From an optimization exercise on the open Yosys and OpenROAD flow, aimed at small area, a short achievable clock period and few clock cycles; shortcuts taken in it are not production practice.
Function not checked in this run: the RTL went through the layout flow alone.
Power and IR drop assume default switching activity.

`flow/config.mk`:
```
export PLATFORM = sky130hd
export DESIGN_NAME = ahb_lite_fir_filter
export DESIGN_NICKNAME = ahb_lite_fir_filter
export VERILOG_FILES = /design/flow/design.v
export SDC_FILE = /design/flow/constraint.sdc
export NUM_CORES = 4
export LEC_CHECK = 0
export CAP_MARGIN = 30
export CORE_MARGIN = 2
export CORE_UTILIZATION = 40
export SETUP_SLACK_MARGIN = 5
export SLEW_MARGIN = 30
export TNS_END_PERCENT = 100
```
`flow/constraint.sdc`:
```
create_clock -name core_clock -period 10.0 [get_ports {clk}]
set_input_delay 2.0000 -clock core_clock [delete_from_list [all_inputs] [get_ports {clk}]]
set_output_delay 2.0000 -clock core_clock [all_outputs]
set_load 0.01 [all_outputs]
```
`flow/design.v`:
```
module magnitude(input logic [16:0] in, output logic [15:0] out);
    assign out = in[16] ? (~in[15:0] + 16'd1) : in[15:0];
endmodule
module mul_tree(
    input  logic [15:0] a,
    input  logic [15:0] b,
    output logic [31:0] ra,
    output logic [31:0] rb
);
    wire one0 = b[0] ^ 1'b0;
    wire two0 = (b[1] & ~b[0] & ~1'b0) | (~b[1] & b[0] & 1'b0);
    wire neg0 = b[1] & ~(b[0] & 1'b0);
    wire pp0_0 = ((one0 & a[0]) | (two0 & 1'b0)) ^ neg0;
    wire pp0_1 = ((one0 & a[1]) | (two0 & a[0])) ^ neg0;
    wire pp0_2 = ((one0 & a[2]) | (two0 & a[1])) ^ neg0;
    wire pp0_3 = ((one0 & a[3]) | (two0 & a[2])) ^ neg0;
    wire pp0_4 = ((one0 & a[4]) | (two0 & a[3])) ^ neg0;
    wire pp0_5 = ((one0 & a[5]) | (two0 & a[4])) ^ neg0;
    wire pp0_6 = ((one0 & a[6]) | (two0 & a[5])) ^ neg0;
    wire pp0_7 = ((one0 & a[7]) | (two0 & a[6])) ^ neg0;
    wire pp0_8 = ((one0 & a[8]) | (two0 & a[7])) ^ neg0;
    wire pp0_9 = ((one0 & a[9]) | (two0 & a[8])) ^ neg0;
    wire pp0_10 = ((one0 & a[10]) | (two0 & a[9])) ^ neg0;
    wire pp0_11 = ((one0 & a[11]) | (two0 & a[10])) ^ neg0;
    wire pp0_12 = ((one0 & a[12]) | (two0 & a[11])) ^ neg0;
    wire pp0_13 = ((one0 & a[13]) | (two0 & a[12])) ^ neg0;
    wire pp0_14 = ((one0 & a[14]) | (two0 & a[13])) ^ neg0;
    wire pp0_15 = ((one0 & a[15]) | (two0 & a[14])) ^ neg0;
    wire pp0_16 = ((one0 & 1'b0) | (two0 & a[15])) ^ neg0;
    wire one1 = b[2] ^ b[1];
    wire two1 = (b[3] & ~b[2] & ~b[1]) | (~b[3] & b[2] & b[1]);
    wire neg1 = b[3] & ~(b[2] & b[1]);
    wire pp1_0 = ((one1 & a[0]) | (two1 & 1'b0)) ^ neg1;
    wire pp1_1 = ((one1 & a[1]) | (two1 & a[0])) ^ neg1;
    wire pp1_2 = ((one1 & a[2]) | (two1 & a[1])) ^ neg1;
    wire pp1_3 = ((one1 & a[3]) | (two1 & a[2])) ^ neg1;
    wire pp1_4 = ((one1 & a[4]) | (two1 & a[3])) ^ neg1;
    wire pp1_5 = ((one1 & a[5]) | (two1 & a[4])) ^ neg1;
    wire pp1_6 = ((one1 & a[6]) | (two1 & a[5])) ^ neg1;
    wire pp1_7 = ((one1 & a[7]) | (two1 & a[6])) ^ neg1;
    wire pp1_8 = ((one1 & a[8]) | (two1 & a[7])) ^ neg1;
    wire pp1_9 = ((one1 & a[9]) | (two1 & a[8])) ^ neg1;
    wire pp1_10 = ((one1 & a[10]) | (two1 & a[9])) ^ neg1;
    wire pp1_11 = ((one1 & a[11]) | (two1 & a[10])) ^ neg1;
    wire pp1_12 = ((one1 & a[12]) | (two1 & a[11])) ^ neg1;
    wire pp1_13 = ((one1 & a[13]) | (two1 & a[12])) ^ neg1;
    wire pp1_14 = ((one1 & a[14]) | (two1 & a[13])) ^ neg1;
    wire pp1_15 = ((one1 & a[15]) | (two1 & a[14])) ^ neg1;
    wire pp1_16 = ((one1 & 1'b0) | (two1 & a[15])) ^ neg1;
    wire one2 = b[4] ^ b[3];
    wire two2 = (b[5] & ~b[4] & ~b[3]) | (~b[5] & b[4] & b[3]);
    wire neg2 = b[5] & ~(b[4] & b[3]);
    wire pp2_0 = ((one2 & a[0]) | (two2 & 1'b0)) ^ neg2;
    wire pp2_1 = ((one2 & a[1]) | (two2 & a[0])) ^ neg2;
    wire pp2_2 = ((one2 & a[2]) | (two2 & a[1])) ^ neg2;
    wire pp2_3 = ((one2 & a[3]) | (two2 & a[2])) ^ neg2;
    wire pp2_4 = ((one2 & a[4]) | (two2 & a[3])) ^ neg2;
    wire pp2_5 = ((one2 & a[5]) | (two2 & a[4])) ^ neg2;
    wire pp2_6 = ((one2 & a[6]) | (two2 & a[5])) ^ neg2;
    wire pp2_7 = ((one2 & a[7]) | (two2 & a[6])) ^ neg2;
    wire pp2_8 = ((one2 & a[8]) | (two2 & a[7])) ^ neg2;
    wire pp2_9 = ((one2 & a[9]) | (two2 & a[8])) ^ neg2;
    wire pp2_10 = ((one2 & a[10]) | (two2 & a[9])) ^ neg2;
    wire pp2_11 = ((one2 & a[11]) | (two2 & a[10])) ^ neg2;
    wire pp2_12 = ((one2 & a[12]) | (two2 & a[11])) ^ neg2;
    wire pp2_13 = ((one2 & a[13]) | (two2 & a[12])) ^ neg2;
    wire pp2_14 = ((one2 & a[14]) | (two2 & a[13])) ^ neg2;
    wire pp2_15 = ((one2 & a[15]) | (two2 & a[14])) ^ neg2;
    wire pp2_16 = ((one2 & 1'b0) | (two2 & a[15])) ^ neg2;
    wire one3 = b[6] ^ b[5];
    wire two3 = (b[7] & ~b[6] & ~b[5]) | (~b[7] & b[6] & b[5]);
    wire neg3 = b[7] & ~(b[6] & b[5]);
    wire pp3_0 = ((one3 & a[0]) | (two3 & 1'b0)) ^ neg3;
    wire pp3_1 = ((one3 & a[1]) | (two3 & a[0])) ^ neg3;
    wire pp3_2 = ((one3 & a[2]) | (two3 & a[1])) ^ neg3;
    wire pp3_3 = ((one3 & a[3]) | (two3 & a[2])) ^ neg3;
    wire pp3_4 = ((one3 & a[4]) | (two3 & a[3])) ^ neg3;
    wire pp3_5 = ((one3 & a[5]) | (two3 & a[4])) ^ neg3;
    wire pp3_6 = ((one3 & a[6]) | (two3 & a[5])) ^ neg3;
    wire pp3_7 = ((one3 & a[7]) | (two3 & a[6])) ^ neg3;
    wire pp3_8 = ((one3 & a[8]) | (two3 & a[7])) ^ neg3;
    wire pp3_9 = ((one3 & a[9]) | (two3 & a[8])) ^ neg3;
    wire pp3_10 = ((one3 & a[10]) | (two3 & a[9])) ^ neg3;
    wire pp3_11 = ((one3 & a[11]) | (two3 & a[10])) ^ neg3;
    wire pp3_12 = ((one3 & a[12]) | (two3 & a[11])) ^ neg3;
    wire pp3_13 = ((one3 & a[13]) | (two3 & a[12])) ^ neg3;
    wire pp3_14 = ((one3 & a[14]) | (two3 & a[13])) ^ neg3;
    wire pp3_15 = ((one3 & a[15]) | (two3 & a[14])) ^ neg3;
    wire pp3_16 = ((one3 & 1'b0) | (two3 & a[15])) ^ neg3;
    wire one4 = b[8] ^ b[7];
    wire two4 = (b[9] & ~b[8] & ~b[7]) | (~b[9] & b[8] & b[7]);
    wire neg4 = b[9] & ~(b[8] & b[7]);
    wire pp4_0 = ((one4 & a[0]) | (two4 & 1'b0)) ^ neg4;
    wire pp4_1 = ((one4 & a[1]) | (two4 & a[0])) ^ neg4;
    wire pp4_2 = ((one4 & a[2]) | (two4 & a[1])) ^ neg4;
    wire pp4_3 = ((one4 & a[3]) | (two4 & a[2])) ^ neg4;
    wire pp4_4 = ((one4 & a[4]) | (two4 & a[3])) ^ neg4;
    wire pp4_5 = ((one4 & a[5]) | (two4 & a[4])) ^ neg4;
    wire pp4_6 = ((one4 & a[6]) | (two4 & a[5])) ^ neg4;
    wire pp4_7 = ((one4 & a[7]) | (two4 & a[6])) ^ neg4;
    wire pp4_8 = ((one4 & a[8]) | (two4 & a[7])) ^ neg4;
    wire pp4_9 = ((one4 & a[9]) | (two4 & a[8])) ^ neg4;
    wire pp4_10 = ((one4 & a[10]) | (two4 & a[9])) ^ neg4;
    wire pp4_11 = ((one4 & a[11]) | (two4 & a[10])) ^ neg4;
    wire pp4_12 = ((one4 & a[12]) | (two4 & a[11])) ^ neg4;
    wire pp4_13 = ((one4 & a[13]) | (two4 & a[12])) ^ neg4;
    wire pp4_14 = ((one4 & a[14]) | (two4 & a[13])) ^ neg4;
    wire pp4_15 = ((one4 & a[15]) | (two4 & a[14])) ^ neg4;
    wire pp4_16 = ((one4 & 1'b0) | (two4 & a[15])) ^ neg4;
    wire one5 = b[10] ^ b[9];
    wire two5 = (b[11] & ~b[10] & ~b[9]) | (~b[11] & b[10] & b[9]);
    wire neg5 = b[11] & ~(b[10] & b[9]);
    wire pp5_0 = ((one5 & a[0]) | (two5 & 1'b0)) ^ neg5;
    wire pp5_1 = ((one5 & a[1]) | (two5 & a[0])) ^ neg5;
    wire pp5_2 = ((one5 & a[2]) | (two5 & a[1])) ^ neg5;
    wire pp5_3 = ((one5 & a[3]) | (two5 & a[2])) ^ neg5;
    wire pp5_4 = ((one5 & a[4]) | (two5 & a[3])) ^ neg5;
    wire pp5_5 = ((one5 & a[5]) | (two5 & a[4])) ^ neg5;
    wire pp5_6 = ((one5 & a[6]) | (two5 & a[5])) ^ neg5;
    wire pp5_7 = ((one5 & a[7]) | (two5 & a[6])) ^ neg5;
    wire pp5_8 = ((one5 & a[8]) | (two5 & a[7])) ^ neg5;
    wire pp5_9 = ((one5 & a[9]) | (two5 & a[8])) ^ neg5;
    wire pp5_10 = ((one5 & a[10]) | (two5 & a[9])) ^ neg5;
    wire pp5_11 = ((one5 & a[11]) | (two5 & a[10])) ^ neg5;
    wire pp5_12 = ((one5 & a[12]) | (two5 & a[11])) ^ neg5;
    wire pp5_13 = ((one5 & a[13]) | (two5 & a[12])) ^ neg5;
    wire pp5_14 = ((one5 & a[14]) | (two5 & a[13])) ^ neg5;
    wire pp5_15 = ((one5 & a[15]) | (two5 & a[14])) ^ neg5;
    wire pp5_16 = ((one5 & 1'b0) | (two5 & a[15])) ^ neg5;
    wire one6 = b[12] ^ b[11];
    wire two6 = (b[13] & ~b[12] & ~b[11]) | (~b[13] & b[12] & b[11]);
    wire neg6 = b[13] & ~(b[12] & b[11]);
    wire pp6_0 = ((one6 & a[0]) | (two6 & 1'b0)) ^ neg6;
    wire pp6_1 = ((one6 & a[1]) | (two6 & a[0])) ^ neg6;
    wire pp6_2 = ((one6 & a[2]) | (two6 & a[1])) ^ neg6;
    wire pp6_3 = ((one6 & a[3]) | (two6 & a[2])) ^ neg6;
    wire pp6_4 = ((one6 & a[4]) | (two6 & a[3])) ^ neg6;
    wire pp6_5 = ((one6 & a[5]) | (two6 & a[4])) ^ neg6;
    wire pp6_6 = ((one6 & a[6]) | (two6 & a[5])) ^ neg6;
    wire pp6_7 = ((one6 & a[7]) | (two6 & a[6])) ^ neg6;
    wire pp6_8 = ((one6 & a[8]) | (two6 & a[7])) ^ neg6;
    wire pp6_9 = ((one6 & a[9]) | (two6 & a[8])) ^ neg6;
    wire pp6_10 = ((one6 & a[10]) | (two6 & a[9])) ^ neg6;
    wire pp6_11 = ((one6 & a[11]) | (two6 & a[10])) ^ neg6;
    wire pp6_12 = ((one6 & a[12]) | (two6 & a[11])) ^ neg6;
    wire pp6_13 = ((one6 & a[13]) | (two6 & a[12])) ^ neg6;
    wire pp6_14 = ((one6 & a[14]) | (two6 & a[13])) ^ neg6;
    wire pp6_15 = ((one6 & a[15]) | (two6 & a[14])) ^ neg6;
    wire pp6_16 = ((one6 & 1'b0) | (two6 & a[15])) ^ neg6;
    wire one7 = b[14] ^ b[13];
    wire two7 = (b[15] & ~b[14] & ~b[13]) | (~b[15] & b[14] & b[13]);
    wire neg7 = b[15] & ~(b[14] & b[13]);
    wire pp7_0 = ((one7 & a[0]) | (two7 & 1'b0)) ^ neg7;
    wire pp7_1 = ((one7 & a[1]) | (two7 & a[0])) ^ neg7;
    wire pp7_2 = ((one7 & a[2]) | (two7 & a[1])) ^ neg7;
    wire pp7_3 = ((one7 & a[3]) | (two7 & a[2])) ^ neg7;
    wire pp7_4 = ((one7 & a[4]) | (two7 & a[3])) ^ neg7;
    wire pp7_5 = ((one7 & a[5]) | (two7 & a[4])) ^ neg7;
    wire pp7_6 = ((one7 & a[6]) | (two7 & a[5])) ^ neg7;
    wire pp7_7 = ((one7 & a[7]) | (two7 & a[6])) ^ neg7;
    wire pp7_8 = ((one7 & a[8]) | (two7 & a[7])) ^ neg7;
    wire pp7_9 = ((one7 & a[9]) | (two7 & a[8])) ^ neg7;
    wire pp7_10 = ((one7 & a[10]) | (two7 & a[9])) ^ neg7;
    wire pp7_11 = ((one7 & a[11]) | (two7 & a[10])) ^ neg7;
    wire pp7_12 = ((one7 & a[12]) | (two7 & a[11])) ^ neg7;
    wire pp7_13 = ((one7 & a[13]) | (two7 & a[12])) ^ neg7;
    wire pp7_14 = ((one7 & a[14]) | (two7 & a[13])) ^ neg7;
    wire pp7_15 = ((one7 & a[15]) | (two7 & a[14])) ^ neg7;
    wire pp7_16 = ((one7 & 1'b0) | (two7 & a[15])) ^ neg7;
    wire one8 = 1'b0 ^ b[15];
    wire two8 = (1'b0 & ~1'b0 & ~b[15]) | (~1'b0 & 1'b0 & b[15]);
    wire neg8 = 1'b0 & ~(1'b0 & b[15]);
    wire pp8_0 = ((one8 & a[0]) | (two8 & 1'b0)) ^ neg8;
    wire pp8_1 = ((one8 & a[1]) | (two8 & a[0])) ^ neg8;
    wire pp8_2 = ((one8 & a[2]) | (two8 & a[1])) ^ neg8;
    wire pp8_3 = ((one8 & a[3]) | (two8 & a[2])) ^ neg8;
    wire pp8_4 = ((one8 & a[4]) | (two8 & a[3])) ^ neg8;
    wire pp8_5 = ((one8 & a[5]) | (two8 & a[4])) ^ neg8;
    wire pp8_6 = ((one8 & a[6]) | (two8 & a[5])) ^ neg8;
    wire pp8_7 = ((one8 & a[7]) | (two8 & a[6])) ^ neg8;
    wire pp8_8 = ((one8 & a[8]) | (two8 & a[7])) ^ neg8;
    wire pp8_9 = ((one8 & a[9]) | (two8 & a[8])) ^ neg8;
    wire pp8_10 = ((one8 & a[10]) | (two8 & a[9])) ^ neg8;
    wire pp8_11 = ((one8 & a[11]) | (two8 & a[10])) ^ neg8;
    wire pp8_12 = ((one8 & a[12]) | (two8 & a[11])) ^ neg8;
    wire pp8_13 = ((one8 & a[13]) | (two8 & a[12])) ^ neg8;
    wire pp8_14 = ((one8 & a[14]) | (two8 & a[13])) ^ neg8;
    wire pp8_15 = ((one8 & a[15]) | (two8 & a[14])) ^ neg8;
    wire pp8_16 = ((one8 & 1'b0) | (two8 & a[15])) ^ neg8;
    wire hs0 = pp0_16 ^ pp1_14;
    wire hc0 = pp0_16 & pp1_14;
    wire fs1 = ~neg0 ^ pp1_15 ^ pp2_13;
    wire fc1 = (~neg0 & pp1_15) | (~neg0 & pp2_13) | (pp1_15 & pp2_13);
    wire hs2 = pp1_16 ^ pp2_14;
    wire hc2 = pp1_16 & pp2_14;
    wire hs3 = pp0_10 ^ pp1_8;
    wire hc3 = pp0_10 & pp1_8;
    wire hs4 = pp0_11 ^ pp1_9;
    wire hc4 = pp0_11 & pp1_9;
    wire fs5 = pp0_12 ^ pp1_10 ^ pp2_8;
    wire fc5 = (pp0_12 & pp1_10) | (pp0_12 & pp2_8) | (pp1_10 & pp2_8);
    wire hs6 = pp3_6 ^ pp4_4;
    wire hc6 = pp3_6 & pp4_4;
    wire fs7 = pp0_13 ^ pp1_11 ^ pp2_9;
    wire fc7 = (pp0_13 & pp1_11) | (pp0_13 & pp2_9) | (pp1_11 & pp2_9);
    wire hs8 = pp3_7 ^ pp4_5;
    wire hc8 = pp3_7 & pp4_5;
    wire fs9 = pp0_14 ^ pp1_12 ^ pp2_10;
    wire fc9 = (pp0_14 & pp1_12) | (pp0_14 & pp2_10) | (pp1_12 & pp2_10);
    wire fs10 = pp3_8 ^ pp4_6 ^ pp5_4;
    wire fc10 = (pp3_8 & pp4_6) | (pp3_8 & pp5_4) | (pp4_6 & pp5_4);
    wire hs11 = pp6_2 ^ pp7_0;
    wire hc11 = pp6_2 & pp7_0;
    wire fs12 = pp0_15 ^ pp1_13 ^ pp2_11;
    wire fc12 = (pp0_15 & pp1_13) | (pp0_15 & pp2_11) | (pp1_13 & pp2_11);
    wire fs13 = pp3_9 ^ pp4_7 ^ pp5_5;
    wire fc13 = (pp3_9 & pp4_7) | (pp3_9 & pp5_5) | (pp4_7 & pp5_5);
    wire hs14 = pp6_3 ^ pp7_1;
    wire hc14 = pp6_3 & pp7_1;
    wire fs15 = pp2_12 ^ pp3_10 ^ pp4_8;
    wire fc15 = (pp2_12 & pp3_10) | (pp2_12 & pp4_8) | (pp3_10 & pp4_8);
    wire fs16 = pp5_6 ^ pp6_4 ^ pp7_2;
    wire fc16 = (pp5_6 & pp6_4) | (pp5_6 & pp7_2) | (pp6_4 & pp7_2);
    wire fs17 = pp8_0 ^ neg8 ^ hs0;
    wire fc17 = (pp8_0 & neg8) | (pp8_0 & hs0) | (neg8 & hs0);
    wire fs18 = pp3_11 ^ pp4_9 ^ pp5_7;
    wire fc18 = (pp3_11 & pp4_9) | (pp3_11 & pp5_7) | (pp4_9 & pp5_7);
    wire fs19 = pp6_5 ^ pp7_3 ^ pp8_1;
    wire fc19 = (pp6_5 & pp7_3) | (pp6_5 & pp8_1) | (pp7_3 & pp8_1);
    wire fs20 = 1'b1 ^ fs1 ^ hc0;
    wire fc20 = (1'b1 & fs1) | (1'b1 & hc0) | (fs1 & hc0);
    wire fs21 = pp3_12 ^ pp4_10 ^ pp5_8;
    wire fc21 = (pp3_12 & pp4_10) | (pp3_12 & pp5_8) | (pp4_10 & pp5_8);
    wire fs22 = pp6_6 ^ pp7_4 ^ pp8_2;
    wire fc22 = (pp6_6 & pp7_4) | (pp6_6 & pp8_2) | (pp7_4 & pp8_2);
    wire fs23 = 1'b1 ^ hs2 ^ fc1;
    wire fc23 = (1'b1 & hs2) | (1'b1 & fc1) | (hs2 & fc1);
    wire fs24 = ~neg1 ^ pp2_15 ^ pp3_13;
    wire fc24 = (~neg1 & pp2_15) | (~neg1 & pp3_13) | (pp2_15 & pp3_13);
    wire fs25 = pp4_11 ^ pp5_9 ^ pp6_7;
    wire fc25 = (pp4_11 & pp5_9) | (pp4_11 & pp6_7) | (pp5_9 & pp6_7);
    wire fs26 = pp7_5 ^ pp8_3 ^ hc2;
    wire fc26 = (pp7_5 & pp8_3) | (pp7_5 & hc2) | (pp8_3 & hc2);
    wire fs27 = pp2_16 ^ pp3_14 ^ pp4_12;
    wire fc27 = (pp2_16 & pp3_14) | (pp2_16 & pp4_12) | (pp3_14 & pp4_12);
    wire fs28 = pp5_10 ^ pp6_8 ^ pp7_6;
    wire fc28 = (pp5_10 & pp6_8) | (pp5_10 & pp7_6) | (pp6_8 & pp7_6);
    wire hs29 = pp8_4 ^ 1'b1;
    wire hc29 = pp8_4 & 1'b1;
    wire fs30 = ~neg2 ^ pp3_15 ^ pp4_13;
    wire fc30 = (~neg2 & pp3_15) | (~neg2 & pp4_13) | (pp3_15 & pp4_13);
    wire fs31 = pp5_11 ^ pp6_9 ^ pp7_7;
    wire fc31 = (pp5_11 & pp6_9) | (pp5_11 & pp7_7) | (pp6_9 & pp7_7);
    wire fs32 = pp3_16 ^ pp4_14 ^ pp5_12;
    wire fc32 = (pp3_16 & pp4_14) | (pp3_16 & pp5_12) | (pp4_14 & pp5_12);
    wire hs33 = pp6_10 ^ pp7_8;
    wire hc33 = pp6_10 & pp7_8;
    wire fs34 = ~neg3 ^ pp4_15 ^ pp5_13;
    wire fc34 = (~neg3 & pp4_15) | (~neg3 & pp5_13) | (pp4_15 & pp5_13);
    wire hs35 = pp4_16 ^ pp5_14;
    wire hc35 = pp4_16 & pp5_14;
    wire hs36 = pp0_6 ^ pp1_4;
    wire hc36 = pp0_6 & pp1_4;
    wire hs37 = pp0_7 ^ pp1_5;
    wire hc37 = pp0_7 & pp1_5;
    wire fs38 = pp0_8 ^ pp1_6 ^ pp2_4;
    wire fc38 = (pp0_8 & pp1_6) | (pp0_8 & pp2_4) | (pp1_6 & pp2_4);
    wire hs39 = pp3_2 ^ pp4_0;
    wire hc39 = pp3_2 & pp4_0;
    wire fs40 = pp0_9 ^ pp1_7 ^ pp2_5;
    wire fc40 = (pp0_9 & pp1_7) | (pp0_9 & pp2_5) | (pp1_7 & pp2_5);
    wire hs41 = pp3_3 ^ pp4_1;
    wire hc41 = pp3_3 & pp4_1;
    wire fs42 = pp2_6 ^ pp3_4 ^ pp4_2;
    wire fc42 = (pp2_6 & pp3_4) | (pp2_6 & pp4_2) | (pp3_4 & pp4_2);
    wire fs43 = pp5_0 ^ neg5 ^ hs3;
    wire fc43 = (pp5_0 & neg5) | (pp5_0 & hs3) | (neg5 & hs3);
    wire fs44 = pp2_7 ^ pp3_5 ^ pp4_3;
    wire fc44 = (pp2_7 & pp3_5) | (pp2_7 & pp4_3) | (pp3_5 & pp4_3);
    wire fs45 = pp5_1 ^ hs4 ^ hc3;
    wire fc45 = (pp5_1 & hs4) | (pp5_1 & hc3) | (hs4 & hc3);
    wire fs46 = pp5_2 ^ pp6_0 ^ neg6;
    wire fc46 = (pp5_2 & pp6_0) | (pp5_2 & neg6) | (pp6_0 & neg6);
    wire fs47 = fs5 ^ hs6 ^ hc4;
    wire fc47 = (fs5 & hs6) | (fs5 & hc4) | (hs6 & hc4);
    wire fs48 = pp5_3 ^ pp6_1 ^ fs7;
    wire fc48 = (pp5_3 & pp6_1) | (pp5_3 & fs7) | (pp6_1 & fs7);
    wire fs49 = hs8 ^ fc5 ^ hc6;
    wire fc49 = (hs8 & fc5) | (hs8 & hc6) | (fc5 & hc6);
    wire fs50 = neg7 ^ fs9 ^ fs10;
    wire fc50 = (neg7 & fs9) | (neg7 & fs10) | (fs9 & fs10);
    wire fs51 = hs11 ^ fc7 ^ hc8;
    wire fc51 = (hs11 & fc7) | (hs11 & hc8) | (fc7 & hc8);
    wire fs52 = fs12 ^ fs13 ^ hs14;
    wire fc52 = (fs12 & fs13) | (fs12 & hs14) | (fs13 & hs14);
    wire fs53 = fc9 ^ fc10 ^ hc11;
    wire fc53 = (fc9 & fc10) | (fc9 & hc11) | (fc10 & hc11);
    wire fs54 = fs15 ^ fs16 ^ fs17;
    wire fc54 = (fs15 & fs16) | (fs15 & fs17) | (fs16 & fs17);
    wire fs55 = fc12 ^ fc13 ^ hc14;
    wire fc55 = (fc12 & fc13) | (fc12 & hc14) | (fc13 & hc14);
    wire fs56 = fs18 ^ fs19 ^ fs20;
    wire fc56 = (fs18 & fs19) | (fs18 & fs20) | (fs19 & fs20);
    wire fs57 = fc15 ^ fc16 ^ fc17;
    wire fc57 = (fc15 & fc16) | (fc15 & fc17) | (fc16 & fc17);
    wire fs58 = fs21 ^ fs22 ^ fs23;
    wire fc58 = (fs21 & fs22) | (fs21 & fs23) | (fs22 & fs23);
    wire fs59 = fc18 ^ fc19 ^ fc20;
    wire fc59 = (fc18 & fc19) | (fc18 & fc20) | (fc19 & fc20);
    wire fs60 = fs24 ^ fs25 ^ fs26;
    wire fc60 = (fs24 & fs25) | (fs24 & fs26) | (fs25 & fs26);
    wire fs61 = fc21 ^ fc22 ^ fc23;
    wire fc61 = (fc21 & fc22) | (fc21 & fc23) | (fc22 & fc23);
    wire fs62 = fs27 ^ fs28 ^ hs29;
    wire fc62 = (fs27 & fs28) | (fs27 & hs29) | (fs28 & hs29);
    wire fs63 = fc24 ^ fc25 ^ fc26;
    wire fc63 = (fc24 & fc25) | (fc24 & fc26) | (fc25 & fc26);
    wire fs64 = pp8_5 ^ fs30 ^ fs31;
    wire fc64 = (pp8_5 & fs30) | (pp8_5 & fs31) | (fs30 & fs31);
    wire fs65 = fc27 ^ fc28 ^ hc29;
    wire fc65 = (fc27 & fc28) | (fc27 & hc29) | (fc28 & hc29);
    wire fs66 = pp8_6 ^ 1'b1 ^ fs32;
    wire fc66 = (pp8_6 & 1'b1) | (pp8_6 & fs32) | (1'b1 & fs32);
    wire fs67 = hs33 ^ fc30 ^ fc31;
    wire fc67 = (hs33 & fc30) | (hs33 & fc31) | (fc30 & fc31);
    wire fs68 = pp6_11 ^ pp7_9 ^ pp8_7;
    wire fc68 = (pp6_11 & pp7_9) | (pp6_11 & pp8_7) | (pp7_9 & pp8_7);
    wire fs69 = fs34 ^ fc32 ^ hc33;
    wire fc69 = (fs34 & fc32) | (fs34 & hc33) | (fc32 & hc33);
    wire fs70 = pp6_12 ^ pp7_10 ^ pp8_8;
    wire fc70 = (pp6_12 & pp7_10) | (pp6_12 & pp8_8) | (pp7_10 & pp8_8);
    wire fs71 = 1'b1 ^ hs35 ^ fc34;
    wire fc71 = (1'b1 & hs35) | (1'b1 & fc34) | (hs35 & fc34);
    wire fs72 = ~neg4 ^ pp5_15 ^ pp6_13;
    wire fc72 = (~neg4 & pp5_15) | (~neg4 & pp6_13) | (pp5_15 & pp6_13);
    wire fs73 = pp7_11 ^ pp8_9 ^ hc35;
    wire fc73 = (pp7_11 & pp8_9) | (pp7_11 & hc35) | (pp8_9 & hc35);
    wire fs74 = pp5_16 ^ pp6_14 ^ pp7_12;
    wire fc74 = (pp5_16 & pp6_14) | (pp5_16 & pp7_12) | (pp6_14 & pp7_12);
    wire hs75 = pp8_10 ^ 1'b1;
    wire hc75 = pp8_10 & 1'b1;
    wire fs76 = ~neg5 ^ pp6_15 ^ pp7_13;
    wire fc76 = (~neg5 & pp6_15) | (~neg5 & pp7_13) | (pp6_15 & pp7_13);
    wire hs77 = pp6_16 ^ pp7_14;
    wire hc77 = pp6_16 & pp7_14;
    wire hs78 = pp0_4 ^ pp1_2;
    wire hc78 = pp0_4 & pp1_2;
    wire hs79 = pp0_5 ^ pp1_3;
    wire hc79 = pp0_5 & pp1_3;
    wire fs80 = pp2_2 ^ pp3_0 ^ neg3;
    wire fc80 = (pp2_2 & pp3_0) | (pp2_2 & neg3) | (pp3_0 & neg3);
    wire fs81 = pp2_3 ^ pp3_1 ^ hs37;
    wire fc81 = (pp2_3 & pp3_1) | (pp2_3 & hs37) | (pp3_1 & hs37);
    wire fs82 = neg4 ^ fs38 ^ hs39;
    wire fc82 = (neg4 & fs38) | (neg4 & hs39) | (fs38 & hs39);
    wire fs83 = fs40 ^ hs41 ^ fc38;
    wire fc83 = (fs40 & hs41) | (fs40 & fc38) | (hs41 & fc38);
    wire fs84 = fs42 ^ fs43 ^ fc40;
    wire fc84 = (fs42 & fs43) | (fs42 & fc40) | (fs43 & fc40);
    wire fs85 = fs44 ^ fs45 ^ fc42;
    wire fc85 = (fs44 & fs45) | (fs44 & fc42) | (fs45 & fc42);
    wire fs86 = fs46 ^ fs47 ^ fc44;
    wire fc86 = (fs46 & fs47) | (fs46 & fc44) | (fs47 & fc44);
    wire fs87 = fs48 ^ fs49 ^ fc46;
    wire fc87 = (fs48 & fs49) | (fs48 & fc46) | (fs49 & fc46);
    wire fs88 = fs50 ^ fs51 ^ fc48;
    wire fc88 = (fs50 & fs51) | (fs50 & fc48) | (fs51 & fc48);
    wire fs89 = fs52 ^ fs53 ^ fc50;
    wire fc89 = (fs52 & fs53) | (fs52 & fc50) | (fs53 & fc50);
    wire fs90 = fs54 ^ fs55 ^ fc52;
    wire fc90 = (fs54 & fs55) | (fs54 & fc52) | (fs55 & fc52);
    wire fs91 = fs56 ^ fs57 ^ fc54;
    wire fc91 = (fs56 & fs57) | (fs56 & fc54) | (fs57 & fc54);
    wire fs92 = fs58 ^ fs59 ^ fc56;
    wire fc92 = (fs58 & fs59) | (fs58 & fc56) | (fs59 & fc56);
    wire fs93 = fs60 ^ fs61 ^ fc58;
    wire fc93 = (fs60 & fs61) | (fs60 & fc58) | (fs61 & fc58);
    wire fs94 = fs62 ^ fs63 ^ fc60;
    wire fc94 = (fs62 & fs63) | (fs62 & fc60) | (fs63 & fc60);
    wire fs95 = fs64 ^ fs65 ^ fc62;
    wire fc95 = (fs64 & fs65) | (fs64 & fc62) | (fs65 & fc62);
    wire fs96 = fs66 ^ fs67 ^ fc64;
    wire fc96 = (fs66 & fs67) | (fs66 & fc64) | (fs67 & fc64);
    wire fs97 = fs68 ^ fs69 ^ fc66;
    wire fc97 = (fs68 & fs69) | (fs68 & fc66) | (fs69 & fc66);
    wire fs98 = fs70 ^ fs71 ^ fc68;
    wire fc98 = (fs70 & fs71) | (fs70 & fc68) | (fs71 & fc68);
    wire fs99 = fs72 ^ fs73 ^ fc70;
    wire fc99 = (fs72 & fs73) | (fs72 & fc70) | (fs73 & fc70);
    wire fs100 = fs74 ^ hs75 ^ fc72;
    wire fc100 = (fs74 & hs75) | (fs74 & fc72) | (hs75 & fc72);
    wire fs101 = pp8_11 ^ fs76 ^ fc74;
    wire fc101 = (pp8_11 & fs76) | (pp8_11 & fc74) | (fs76 & fc74);
    wire fs102 = pp8_12 ^ 1'b1 ^ hs77;
    wire fc102 = (pp8_12 & 1'b1) | (pp8_12 & hs77) | (1'b1 & hs77);
    wire fs103 = ~neg6 ^ pp7_15 ^ pp8_13;
    wire fc103 = (~neg6 & pp7_15) | (~neg6 & pp8_13) | (pp7_15 & pp8_13);
    wire hs104 = pp7_16 ^ pp8_14;
    wire hc104 = pp7_16 & pp8_14;
    wire hs105 = pp0_2 ^ pp1_0;
    wire hc105 = pp0_2 & pp1_0;
    wire hs106 = pp0_3 ^ pp1_1;
    wire hc106 = pp0_3 & pp1_1;
    wire fs107 = pp2_0 ^ neg2 ^ hs78;
    wire fc107 = (pp2_0 & neg2) | (pp2_0 & hs78) | (neg2 & hs78);
    wire fs108 = pp2_1 ^ hs79 ^ hc78;
    wire fc108 = (pp2_1 & hs79) | (pp2_1 & hc78) | (hs79 & hc78);
    wire fs109 = hs36 ^ fs80 ^ hc79;
    wire fc109 = (hs36 & fs80) | (hs36 & hc79) | (fs80 & hc79);
    wire fs110 = hc36 ^ fs81 ^ fc80;
    wire fc110 = (hc36 & fs81) | (hc36 & fc80) | (fs81 & fc80);
    wire fs111 = hc37 ^ fs82 ^ fc81;
    wire fc111 = (hc37 & fs82) | (hc37 & fc81) | (fs82 & fc81);
    wire fs112 = hc39 ^ fs83 ^ fc82;
    wire fc112 = (hc39 & fs83) | (hc39 & fc82) | (fs83 & fc82);
    wire fs113 = hc41 ^ fs84 ^ fc83;
    wire fc113 = (hc41 & fs84) | (hc41 & fc83) | (fs84 & fc83);
    wire fs114 = fc43 ^ fs85 ^ fc84;
    wire fc114 = (fc43 & fs85) | (fc43 & fc84) | (fs85 & fc84);
    wire fs115 = fc45 ^ fs86 ^ fc85;
    wire fc115 = (fc45 & fs86) | (fc45 & fc85) | (fs86 & fc85);
    wire fs116 = fc47 ^ fs87 ^ fc86;
    wire fc116 = (fc47 & fs87) | (fc47 & fc86) | (fs87 & fc86);
    wire fs117 = fc49 ^ fs88 ^ fc87;
    wire fc117 = (fc49 & fs88) | (fc49 & fc87) | (fs88 & fc87);
    wire fs118 = fc51 ^ fs89 ^ fc88;
    wire fc118 = (fc51 & fs89) | (fc51 & fc88) | (fs89 & fc88);
    wire fs119 = fc53 ^ fs90 ^ fc89;
    wire fc119 = (fc53 & fs90) | (fc53 & fc89) | (fs90 & fc89);
    wire fs120 = fc55 ^ fs91 ^ fc90;
    wire fc120 = (fc55 & fs91) | (fc55 & fc90) | (fs91 & fc90);
    wire fs121 = fc57 ^ fs92 ^ fc91;
    wire fc121 = (fc57 & fs92) | (fc57 & fc91) | (fs92 & fc91);
    wire fs122 = fc59 ^ fs93 ^ fc92;
    wire fc122 = (fc59 & fs93) | (fc59 & fc92) | (fs93 & fc92);
    wire fs123 = fc61 ^ fs94 ^ fc93;
    wire fc123 = (fc61 & fs94) | (fc61 & fc93) | (fs94 & fc93);
    wire fs124 = fc63 ^ fs95 ^ fc94;
    wire fc124 = (fc63 & fs95) | (fc63 & fc94) | (fs95 & fc94);
    wire fs125 = fc65 ^ fs96 ^ fc95;
    wire fc125 = (fc65 & fs96) | (fc65 & fc95) | (fs96 & fc95);
    wire fs126 = fc67 ^ fs97 ^ fc96;
    wire fc126 = (fc67 & fs97) | (fc67 & fc96) | (fs97 & fc96);
    wire fs127 = fc69 ^ fs98 ^ fc97;
    wire fc127 = (fc69 & fs98) | (fc69 & fc97) | (fs98 & fc97);
    wire fs128 = fc71 ^ fs99 ^ fc98;
    wire fc128 = (fc71 & fs99) | (fc71 & fc98) | (fs99 & fc98);
    wire fs129 = fc73 ^ fs100 ^ fc99;
    wire fc129 = (fc73 & fs100) | (fc73 & fc99) | (fs100 & fc99);
    wire fs130 = hc75 ^ fs101 ^ fc100;
    wire fc130 = (hc75 & fs101) | (hc75 & fc100) | (fs101 & fc100);
    wire fs131 = fc76 ^ fs102 ^ fc101;
    wire fc131 = (fc76 & fs102) | (fc76 & fc101) | (fs102 & fc101);
    wire fs132 = hc77 ^ fs103 ^ fc102;
    wire fc132 = (hc77 & fs103) | (hc77 & fc102) | (fs103 & fc102);
    wire fs133 = 1'b1 ^ hs104 ^ fc103;
    wire fc133 = (1'b1 & hs104) | (1'b1 & fc103) | (hs104 & fc103);
    wire fs134 = ~neg7 ^ pp8_15 ^ hc104;
    wire fc134 = (~neg7 & pp8_15) | (~neg7 & hc104) | (pp8_15 & hc104);
    assign ra = {fs134, fs133, fs132, fs131, fs130, fs129, fs128, fs127, fs126, fs125, fs124, fs123, fs122, fs121, fs120, fs119, fs118, fs117, fs116, fs115, fs114, fs113, fs112, fs111, fs110, fs109, fs108, fs107, hs106, neg1, pp0_1, pp0_0};
    assign rb = {fc133, fc132, fc131, fc130, fc129, fc128, fc127, fc126, fc125, fc124, fc123, fc122, fc121, fc120, fc119, fc118, fc117, fc116, fc115, fc114, fc113, fc112, fc111, fc110, fc109, fc108, fc107, hc106, hc105, hs105, 1'b0, neg0};
endmodule
module fir_filter(
    input  logic        clk,
    input  logic        n_rst,
    input  logic        start_sample,    
    input  logic        start_load,      
    input  logic [15:0] new_sample,      
    input  logic [63:0] coeff_regs,      
    output logic        busy,
    output logic        err,
    output logic [16:0] r_q              
);
    logic [15:0] x0, x1, x2;             
    logic [15:0] f0, f1, f2, f3;         
    logic [16:0] q3;                     
    logic [16:0] qd;                     
    logic        e1, e2;                 
    logic [3:0]  s1;                     
    logic [3:0]  s2;                     
    logic        ld;                     
    logic [15:0] ma, mb;
    logic [31:0] ra, rb;                 
    logic [16:0] pa, pb;                 
    logic        c15;                    
    assign x0 = new_sample;
    always_comb begin
        ma = s1[1] ? x1 : (s1[2] ? x2 : x0);
        mb = ({16{s1[0]}} & f0) | ({16{s1[3]}} & f1) | ({16{s1[1]}} & f2) | ({16{s1[2]}} & f3);
    end
    mul_tree tree(.a(ma), .b(mb), .ra(ra), .rb(rb));
    logic [14:0] lo;
    logic        c15_d;
    assign {c15_d, lo} = {1'b0, ra[14:0]} + {1'b0, rb[14:0]};
    always_ff @(posedge clk) begin
        pa <= ra[31:15];
        pb <= rb[31:15];
        c15 <= c15_d;
    end
    logic [16:0] ph;
    assign ph = pa + pb + {16'd0, c15};
    logic [17:0] ea, eb, na, nq3;
    logic [17:0] s1a, c1a, s2a, c2a;
    logic [17:0] t3, t4;
    always_comb begin
        ea  = {1'b0, pa};
        eb  = {1'b0, pb};
        if (s2[3]) na = ~{2'b00, qd[16] ? 16'd0 : qd[15:0]};
        else       na = ~{qd[16], qd};
        nq3 = ~{2'b00, q3[15:0]};
        s1a = ea ^ eb ^ na;
        c1a = {((ea[16:0] & eb[16:0]) | (ea[16:0] & na[16:0]) | (eb[16:0] & na[16:0])), c15};
        t3  = s1a + c1a + 18'd1;
        s2a = s1a ^ c1a ^ nq3;
        c2a = {((s1a[16:0] & c1a[16:0]) | (s1a[16:0] & nq3[16:0]) | (c1a[16:0] & nq3[16:0])), 1'b1};
        t4  = s2a + c2a + 18'd1;
    end
    logic        ovf3, ovf4, e_next;
    logic [16:0] r;
    always_comb begin
        ovf3 = ~e2 & ~t3[17] & t3[16];
        ovf4 = t4[17] & ~t4[16];
        e_next = 1'b1;
        if (ph[16])                      r = 17'd0;
        else if (e1)                     r = {1'b0, ph[15:0]};
        else if (e2 | ovf3 | q3[16])     r = t3[16:0];
        else begin
            r = t4[16:0];
            e_next = ovf4;
        end
    end
    wire acc = s2[0];
    always_ff @(posedge clk, negedge n_rst) begin
        if (!n_rst) begin
            x1 <= '0; x2 <= '0;
            f0 <= '0; f1 <= '0; f2 <= '0; f3 <= '0;
            q3 <= '0; qd <= '0; e1 <= 1'b0; e2 <= 1'b0;
            s1 <= '0; s2 <= '0; ld <= 1'b0;
            busy <= 1'b0; err <= 1'b0; r_q <= '0;
        end else begin
            if (start_sample) begin
                x1 <= x0;
                x2 <= x1;
            end
            if (start_load) begin
                f0 <= coeff_regs[15:0];
                f1 <= coeff_regs[31:16];
                f2 <= coeff_regs[47:32];
                f3 <= coeff_regs[63:48];
            end
            if (s2[1]) qd <= ph;
            if (s2[2]) q3 <= ph;
            if (s2[3]) begin
                qd <= t3[16:0];
                e1 <= ph[16];
                e2 <= qd[16];
            end
            if (acc) begin
                r_q <= r;
                err <= e_next;
            end else if (start_load) begin
                err <= 1'b0;
            end
            if (start_sample)    s1 <= 4'b0001;
            else if (start_load) s1 <= 4'b0010;
            else                 s1 <= {s1[2:0], 1'b0};
            s2 <= s1;
            if (start_sample)    ld <= 1'b0;
            else if (start_load) ld <= 1'b1;
            busy <= start_sample | start_load | (~ld & s1[0]) | (ld & (s1[1] | s1[2] | s1[3]));
        end
    end
endmodule
module ahb_lite_fir_filter(
    input logic clk,
    input logic n_rst,
    input logic hsel,
    input logic [3:0] haddr,
    input logic hsize,
    input logic [1:0] htrans,
    input logic hwrite,
    input logic [15:0] hwdata,
    output logic [15:0] hrdata,
    output logic hresp
);
    logic        wr_q;           
    logic [3:0]  a_q;
    logic        sz_q;
    logic [13:4][7:0] regs;      
    logic [7:1]  reg14;          
    logic        busy, err;
    logic [15:0] fir_out;
    logic [16:0] r_q;
    logic [13:4] be;
    assign hresp = hsel & ((hwrite & ((haddr <= 4'd3) | (haddr == 4'd15)))
                         | (~hwrite & (haddr == 4'd15)));
    always_comb begin
        for (int i = 4; i <= 13; i++)
            be[i] = wr_q & (a_q[3:1] == i[3:1]) & (sz_q | (a_q[0] == i[0]));
    end
    wire be14 = wr_q & (a_q == 4'd14);
    wire start_sample = be[4] | be[5];
    wire start_load = be14 & hwdata[0];
    always_ff @(posedge clk, negedge n_rst) begin
        if (!n_rst) begin
            wr_q <= 1'b0;
            a_q <= '0;
            sz_q <= 1'b0;
            for (int i = 4; i <= 13; i++) regs[i] <= '0;
            reg14 <= '0;
        end else begin
            wr_q <= hsel & (htrans != 2'b00) & hwrite & ~hresp;
            a_q <= haddr;
            sz_q <= hsize;
            for (int i = 4; i <= 13; i++)
                if (be[i]) regs[i] <= i[0] ? hwdata[15:8] : hwdata[7:0];
            if (be14) reg14 <= hwdata[0] ? 7'd0 : hwdata[7:1];
        end
    end
    magnitude mag_u(.in(r_q), .out(fir_out));
    logic [7:0] rb [0:15];
    always_comb begin
        rb[0] = {7'd0, busy};
        rb[1] = {7'd0, err};
        rb[2] = fir_out[7:0];
        rb[3] = fir_out[15:8];
        for (int i = 4; i <= 13; i++) rb[i] = regs[i];
        rb[14] = {reg14, 1'b0};
        rb[15] = 8'd0;
        hrdata[15:8] = (a_q == 4'd14 || (!sz_q && !a_q[0])) ? 8'd0 : rb[{a_q[3:1], 1'b1}];
        hrdata[7:0]  = (!sz_q && a_q[0]) ? 8'd0 : rb[{a_q[3:1], 1'b0}];
    end
    fir_filter filt(
        .clk(clk), .n_rst(n_rst),
        .start_sample(start_sample), .start_load(start_load),
        .new_sample({regs[5], regs[4]}),
        .coeff_regs({regs[13], regs[12], regs[11], regs[10], regs[9], regs[8], regs[7], regs[6]}),
        .busy(busy), .err(err), .r_q(r_q)
    );
endmodule
```
`flow/run.sh`:
```
#!/bin/bash
# synth_recipe.tcl (not shown) runs the flow's synth.tcl, then flattens the netlist and writes it again
# the make line also repeats each setting of config.mk as NAME=value (left out here)
make -C /OpenROAD-flow-scripts/flow DESIGN_CONFIG=/design/flow/config.mk WORK_HOME=/design/flow/orfs CLKGATE_MAP_FILE= SYNTH_SCRIPT=/design/flow/synth_recipe.tcl finish
```
==> run notes <==
DRC 0; Tot GR Track Use 23.38%; hpwl dp 47390 µm; Port Buffer Count 43; Int Pwr around 3800 µW; area delta synth->final 16.50%; switching power between 3000 and 4000 µW; Post-DRT Antenna Nets 0; Hold Buf Count CTS 0; Fmax between 150 and 200 MHz; Crit. End Element output port; synth unique cells 71; switching share of power 45.38%; ys flop type dfrtp_1; yosys warns 3; GP Congestion 0.9321; worst-margin pin slew 1.013 ns; ranking of synthesized cells by area dfrtp_1 29%, fa_1 13%, mux2_2 8.6%; Leak about 0.012 µW; setup TNS 0 ns; routed wire length 67350 µm; root buf cell clkbuf_16; Worst Setup Start Kind flip-flop; Final period util between 50% and 60%; Critical Path RT 8.00 ns; share of synthesized registers carrying an async set or reset approximately 90%; initial DRC count 1451; CTS tree yes; Final Critical Period 5.028 ns; Die Width ~240 µm; Clock Skew 0.03835 ns; Die Span Y 237.9 µm; Via Count 17280; initial antenna violation count 0; Vias/cell around 5.5; share of the synthesized area in the top cell type 28.94%; initial core utilization 40.57%; worst relative slew slack 32.25%; Final Hold Fails 0; worst skew pair latency 0.55 ns; Avg Cell Area, Syn 9.450 µm²; Clock Power Share 18.9%; Max-cap violations 0; die area 56580 µm²; Peak supply drop 0.2576 mV; clock slew at reported path FFs approximately 0.06 ns; register area share after synthesis 32.14%; Min Hold Slack around 0.48 ns; drt pass-1 iters 6; fillers 5083; FF+latch area 7048 µm²; Clock Path Buffers 3; ANT cells 0; Yosys top cell by area dfrtp_1; Hold Crit Class reg -> reg; final setup violation count 0; Syn Inst Count 2315; grt ovf 0; vias in the first global route 17390; Core Box Area 53920 µm²; clk sinks 288; syn nets 2579; synthesized area 21880 µm²; Arrival @ worst endpoint 3.03 ns; row cnt 85; Yosys reg bits 288; largest net degree at the start of global routing 90; number of flops mapped to enable cells by yosys 0; IO Pins 44; Flop pwr share between 20% and 30%; CTS H-tree lvls 2; pwr dens ~270 nW/µm²; RSZ-0062 raised after global routing true; outcome finished clean; WL per Instance about 22 µm; first-pass GRT wire length ~100000 µm; Multi-input gate area roughly 14000 µm²; share of cells above drive strength 1 18.65%; Logic pwr share 57.5%; Final #Nets 2668; Critical Path Fanout Max 3; critical path type reg -> out; CTS buffer count 34; Pins Over Slew Limit 0
[worst paths after layout]
check | startpoint | to | slack, ns | depth (start not counted)
worst max-delay path | filt.r_q[4]$_DFFE_PN0P_ | hrdata[13] | 4.97 | 9
worst min-delay path | filt.x2[3]$_DFFE_PN0N_ | filt.x2[3]$_DFFE_PN0N_ | 0.48 | 2
worst max register to register | filt.s1[3]$_DFF_PN0_ | filt.c15$_DFF_P_ | 5.01 | 17
worst min register to register | filt.x2[3]$_DFFE_PN0N_ | filt.x2[3]$_DFFE_PN0N_ | 0.48 | 2
max in group asynchronous | n_rst | filt.s1[0]$_DFF_PN0_ | 7.14 | 2
min in group asynchronous | n_rst | filt.err$_DFFE_PN0P_ | 1.48 | 1
[what timing repair did]
item,in CTS,in global routing
resized for setup,73,74
pin swaps,11,33
setup endpoints to repair,39,31
endpoints found under the hold margin,0,0
buffers inserted,16,57
gates cloned,1,4
[cells in the mapped netlist, drive strengths merged, types with 5 or more instances]
cell,instances
dfxtp,35
o31ai,21
mux2i,51
a21o,13
o21ai,193
a221oi,10
a21oi,87
nand2,321
a21boi,5
a22o,5
o211ai,18
a22oi,35
xor2,53
clkbuf,54
o22ai,5
o21bai,5
nor2b,29
dfrtp,253
xnor2,121
inv,256
nand3b,8
nand2b,9
nor2,108
buf,49
or3,6
nand3,11
fa,138
and2,23
and3,5
mux2,167
o21a,32
nor3,21
a31oi,9
a211oi,17
ha,99
[cell families after synthesis]
kind of cell,after synthesis,share of synthesized area [%]
compound gates,481,13.97
xor+xnor,174,7.000
fa+ha+maj,237,18.29
buf+inv,360,6.417
flops,288,32.14
mux,222,11.34
simple gates,553,10.84
[metal layers]
layer | track usage (%) | vias up | routed length [µm] | part of all wire, %
li1 | - | 7922 | - | -
met1 | 31.25 | 8649 | 28450 | 42
met2 | 39.37 | 585 | 32630 | 48
met3 | 3.633 | 123 | 4290 | 6.4
met4 | 6.632 | 0 | 1986 | 2.9
met5 | 0 | - | 0 | 0
[layout by cell type, fill, tap and decap left out, types with 10 or more instances in the layout]
cell and instances:
nand3_1 10, o211ai_1 18, a21oi_1 80, o21a_1 28, a211oi_1 13, inv_1 250
nor2b_1 26, nor2_1 101, dfrtp_1 246, clkbuf_16 38, ha_1 92, buf_4 88
xor2_1 52, a22oi_1 27, o21ai_1 29, a21o_1 13, nor3_1 14, mux2_2 167
mux2i_1 51, and2_1 20, nand2_1 312, o21ai_2 10, clkdlybuf4s50_1 34, fa_1 138
xnor2_1 113, o31ai_1 17, o21ai_0 152, dfxtp_1 35
[through the flow]
step	instance area [µm²]	util, %	cells	power, µW	setup slack (ns)
global placement	23090	42.82	2986	5299	4.432
detailed placement	23090	42.83	2986	5339	4.360
finish	25490	47.27	3125	6874	4.972
floorplan	21980	-	2315	4313	5.000
global route	25490	47.27	3125	7365	4.830
CTS	24670	45.76	3064	6800	4.854
[worst max-delay path, stage by stage (launching register included)]
cell	delay [ns]
dfrtp_2	0.43
nor3_2	0.19
nand2_1	0.09
or3_4	0.35
or4_4	0.49
o41ai_4	0.27
xnor2_2	0.15
a21oi_2	0.19
nor2_1	0.06
dlygate4sd2_1	0.29
[power by group through the flow]
stage / sequential, µW / combinational (µW) / clock [µW]
2_1_floorplan: 1510 / 2800 / 0
3_3_place_gp: 1620 / 3680 / 0
3_5_place_dp: 1620 / 3720 / 0
4_1_cts: 1610 / 3870 / 1320
5_1_grt: 1650 / 4350 / 1370
6_report: 1620 / 3960 / 1300
[registers in the layout, summed over array words and instances, names as in the netlist, 4 cells and up]
| name | count |
|---|---|
| a_q | 4 |
| filt.pb | 17 |
| filt.r_q | 17 |
| regs | 80 |
| filt.f2 | 16 |
| filt.s2 | 4 |
| filt.qd | 17 |
| filt.s1 | 4 |
| filt.x1 | 16 |
| filt.pa | 17 |
| filt.f3 | 16 |
| filt.x2 | 16 |
| reg14 | 7 |
| filt.f0 | 16 |
| filt.f1 | 16 |
| filt.q3 | 17 |
[cell type report]
cell class	count	area share, %
repair buffers	155	5.724
well taps	696	3.417
multi-input cells	1668	54.74
flip-flops and latches	288	27.65
clock inverters	10	0.6578
clock buffers	51	3.947
inverters	257	3.864

==> afterwards: timing with drivers on the ports <==
Ports are ideal in the flow. The routed layout listed here was re-timed in OpenROAD. Step 1, drivers: a clkbuf_16 drives clk and a buf_2 each remaining input, both assumed. Step 2, shift: input delay + t, output delay - t, t = (earliest + latest rising clock arrival at the registers) / 2. This alone moves slack from input paths to output paths. Slacks: ideal / step 1 / step 2; pairs: ideal / step 1.
t (ns): 0.590
setup slack, ns: 4.972 / 4.913 / 5.005
worst setup path after step 2: register to register
worst slew at a driven data input, ns: 0.05
After both steps this run still meets setup and hold. The setup slack of this run moves by -0.059 ns with the drivers and by +0.033 ns with both steps.
